This design comes from an exercise in tuning for small area and a short achievable clock period on the open sky130 flow, not from production work. No activity file was given, so power comes from the tool's default toggle rates.

## build 74
==> flow/design.v <==
module pipeline_cpu (
    input clk,rst,
    output [31:0] imem_addr,    
    input  [31:0] imem_data,    
    output        dmem_we,      
    output [31:0] dmem_addr,    
    output [31:0] dmem_wdata,   
    input  [31:0] dmem_rdata    
);
reg  [31:0] pc;
reg  [31:0] ir;             
reg         iv;             
reg  [31:0] a_e, b_e;       
reg  [12:0] imm_e;          
reg  [4:0]  rd_e;
reg         fa_e, fb_e;     
reg         fbx_e;          
reg         src_e;          
reg         regwr_e, memwr_e, lw_e, br_e;
reg         sub_e, s_add_e, s_and_e, s_or_e, s_xor_e, s_slt_e;
reg  [31:0] alu_m, wd_m;    
reg  [4:0]  rd_m;
reg         regwr_m, memwr_m, lw_m;
reg  [31:0] res_w;          
reg  [4:0]  rd_w;
reg         regwr_w;
reg         tk1, tk2;       
reg  [13:0] x1, x2;         
reg  [31:0] rf [1:31];
always @(posedge clk) begin
    if (rst == 1'b0) pc <= 32'd0;
    else             pc <= pc + (tk2 ? {{18{x2[13]}}, x2} : 32'd1);
end
assign imem_addr = pc;
wire pcsrc;
wire flush_n = ~(pcsrc | tk1 | tk2);
always @(posedge clk or negedge rst) begin
    if (rst == 1'b0) iv <= 1'b0;
    else             iv <= flush_n;
end
always @(posedge clk) ir <= imem_data;
wire [6:0] op  = ir[6:0];
wire [4:0] rs1 = ir[19:15];
wire [4:0] rs2 = ir[24:20];
wire [4:0] rd  = ir[11:7];
wire [2:0] f3  = ir[14:12];
wire is_lw = (op == 7'b0000011);
wire is_sw = (op == 7'b0100011);
wire is_r  = (op == 7'b0110011);
wire is_i  = (op == 7'b0010011);
wire is_b  = (op == 7'b1100011);
wire is_alu = is_r | is_i;
reg  [31:0] rd1, rd2;
integer k;
always @(*) begin
    rd1 = 32'd0;
    rd2 = 32'd0;
    for (k = 1; k < 32; k = k + 1) begin
        rd1 = rd1 | ({32{rs1 == k}} & rf[k]);
        rd2 = rd2 | ({32{rs2 == k}} & rf[k]);
    end
end
wire [31:0] res_m = lw_m ? dmem_rdata : alu_m;
wire [31:0] a_d = (regwr_m && rd_m == rs1) ? res_m : rd1;
wire [31:0] b_d = (regwr_m && rd_m == rs2) ? res_m : rd2;
wire [12:0] imm_d = is_sw ? {ir[31], ir[31:25], ir[11:7]} :
                    is_b  ? {ir[31], ir[7], ir[30:25], ir[11:8], 1'b0} :
                            {ir[31], ir[31:20]};
wire src_d = is_lw | is_sw | is_i;
wire fa_d  = regwr_e && rd_e == rs1;
wire fb_d  = regwr_e && rd_e == rs2;
reg d_add, d_sub, d_and, d_or, d_xor, d_slt;
always @(*) begin
    d_add = 1'b0; d_sub = 1'b0; d_and = 1'b0; d_or = 1'b0; d_xor = 1'b0; d_slt = 1'b0;
    if (is_alu) begin
        case (f3)
            3'b000: begin d_add = 1'b1; d_sub = is_r & ir[30]; end
            3'b001: ;
            3'b010: begin d_slt = 1'b1; d_sub = 1'b1; end
            3'b100: d_xor = 1'b1;
            3'b110: d_or  = 1'b1;
            3'b111: d_and = 1'b1;
            default: d_add = 1'b1;
        endcase
    end else begin
        d_add = 1'b1;
        d_sub = is_b;
    end
end
always @(posedge clk) begin
    a_e   <= a_d;
    b_e   <= b_d;
    imm_e <= imm_d;
    rd_e  <= rd;
end
always @(posedge clk or negedge rst) begin
    if (rst == 1'b0) begin
        fa_e <= 1'b0; fb_e <= 1'b0; fbx_e <= 1'b0; src_e <= 1'b0;
        regwr_e <= 1'b0; memwr_e <= 1'b0; lw_e <= 1'b0; br_e <= 1'b0;
        sub_e <= 1'b0; s_add_e <= 1'b0; s_and_e <= 1'b0; s_or_e <= 1'b0;
        s_xor_e <= 1'b0; s_slt_e <= 1'b0;
    end else begin
        fa_e    <= fa_d;
        fb_e    <= fb_d;
        fbx_e   <= fb_d & ~src_d;
        src_e   <= src_d;
        regwr_e <= iv & (is_lw | is_alu) & (rd != 5'd0);
        memwr_e <= iv & is_sw;
        lw_e    <= is_lw;
        br_e    <= iv & is_b;
        sub_e   <= d_sub;
        s_add_e <= iv & d_add;
        s_and_e <= iv & d_and;
        s_or_e  <= iv & d_or;
        s_xor_e <= iv & d_xor;
        s_slt_e <= iv & d_slt;
    end
end
wire [31:0] imm32 = {{19{imm_e[12]}}, imm_e};
wire [31:0] a     = fa_e  ? alu_m : a_e;
wire [31:0] rs2v  = fb_e  ? alu_m : b_e;
wire [31:0] b     = fbx_e ? alu_m : (src_e ? imm32 : b_e);
wire [32:0] sum   = {1'b0, a} + {1'b0, b ^ {32{sub_e}}} + {32'd0, sub_e};
wire        lt    = ~sum[32];
wire [31:0] alu   = ({32{s_add_e}} & sum[31:0]) |
                    ({32{s_and_e}} & (a & b)) |
                    ({32{s_or_e}}  & (a | b)) |
                    ({32{s_xor_e}} & (a ^ b)) |
                    {31'd0, s_slt_e & lt};
assign pcsrc = br_e & (a == rs2v);
wire [13:0] imm14 = {imm_e[12], imm_e};
wire [13:0] x_e   = tk1 ? imm14 - x1 - 14'd3 : imm14 - 14'd4;
always @(posedge clk or negedge rst) begin
    if (rst == 1'b0) begin
        tk1 <= 1'b0; tk2 <= 1'b0;
    end else begin
        tk1 <= pcsrc; tk2 <= tk1;
    end
end
always @(posedge clk) begin
    x1 <= x_e;
    x2 <= x1;
end
always @(posedge clk or negedge rst) begin
    if (rst == 1'b0) begin
        alu_m <= 32'd0;
        regwr_m <= 1'b0; memwr_m <= 1'b0; lw_m <= 1'b0;
    end else begin
        alu_m <= alu;
        regwr_m <= regwr_e; memwr_m <= memwr_e; lw_m <= lw_e;
    end
end
always @(posedge clk) begin
    wd_m <= rs2v;
    rd_m <= rd_e;
end
assign dmem_we    = memwr_m;
assign dmem_addr  = alu_m;
assign dmem_wdata = wd_m;
always @(posedge clk or negedge rst) begin
    if (rst == 1'b0) regwr_w <= 1'b0;
    else             regwr_w <= regwr_m;
end
always @(posedge clk) begin
    res_w <= res_m;
    rd_w  <= rd_m;
end
always @(posedge clk) begin
    if (regwr_w) rf[rd_w] <= res_w;
end
endmodule
clock: 10.0 ns
lec_check: 0
cap_margin: 20
core_margin: 2
core_utilization: 40
setup_slack_margin: 5
slew_margin: 20
run.sh (not shown) runs the stock make flow with config.mk's settings and CLKGATE_MAP_FILE= SYNTH_SCRIPT=/design/flow/synth_recipe.tcl, a recipe that flattens the netlist after the stock synthesis.
## Diff of input files: build 61 against build 74
# build 74
export LEC_CHECK = 0
export CAP_MARGIN = 20
export CORE_MARGIN = 2
export CORE_UTILIZATION = 40
export SETUP_SLACK_MARGIN = 5
export SLEW_MARGIN = 20
create_clock -name core_clock -period 10.0 [get_ports {clk}]
# build 61
export LEC_CHECK = 0
export CAP_MARGIN = 20
export CORE_MARGIN = 2
export CORE_UTILIZATION = 40
export SLEW_MARGIN = 20
create_clock -name core_clock -period 10.0 [get_ports {clk}]
==> flow/flow/run.sh (new file) <==
#!/bin/bash
set -euo pipefail
bash standard.sh SETUP_SLACK_MARGIN=6.7 finish > standard_flow.log 2>&1
==> flow/standard.sh (new file) <==
#!/bin/bash
# synth_recipe.tcl (not shown) runs the flow's synth.tcl, then flattens the netlist and writes it again
# the make line also repeats each setting of config.mk as NAME=value (left out here)
make -C /OpenROAD-flow-scripts/flow DESIGN_CONFIG=/design/flow/config.mk WORK_HOME=/design/flow/orfs CLKGATE_MAP_FILE= SYNTH_SCRIPT=/design/flow/synth_recipe.tcl "${@:-finish}"
removed: flow/run.sh
==> results.txt <==
The synthesized area was comparable across build 74 and build 61. Internal power contribution of build 61 exceeds that of build 74 slightly. Build 61 against build 74; overall power consumption is up by a few percent. Worst reg2reg path depth: build 61 > build 74. Changes observed in build 61 relative to build 74: sequential share of layout area saw a decrease, relative max-transition margin saw an increase, initial antenna violation count saw an increase, maximum fanout count along the critical path saw a decrease. The detailed-route wire length on metal 1 on build 74 is in line with that on build 61. NOTE: global-route wire length before repair in build 61 exceeds that of build 74.
Function was not checked in any run of this note: the RTL went through the layout flow alone.

[what the ideal ports hide]
The flow's constraints put no driver on any port. The routed layouts listed below were extracted and timed again, unchanged, in two steps. Step 1 (the two cells are an assumption about what drives the block):
set clk [get_ports {clk}]
set_driving_cell -lib_cell sky130_fd_sc_hd__clkbuf_16 $clk
set_driving_cell -lib_cell sky130_fd_sc_hd__buf_2 [delete_from_list [all_inputs] $clk]
Step 2 times the ports against the registers' clock, not the clock port: input delays grow and output delays shrink by t, the midpoint of the rising clock arrivals with the driver on. Three values: no drivers, after step 1, after step 2; two values: the first two.
| run | t (ns) | setup WS [ns] | clock arrival spread, ns |
|---|---|---|---|
| build 74 | 0.873 | 5.280 / 5.280 / 5.280 | 0.044 / 0.044 |
| build 61 | 0.881 | 6.146 / 6.146 / 6.049 | 0.044 / 0.044 |
After both steps every run listed still meets setup and hold. For build 61, which loses most, drivers alone change the setup slack by 0.000 ns; drivers and shift together by -0.097 ns.
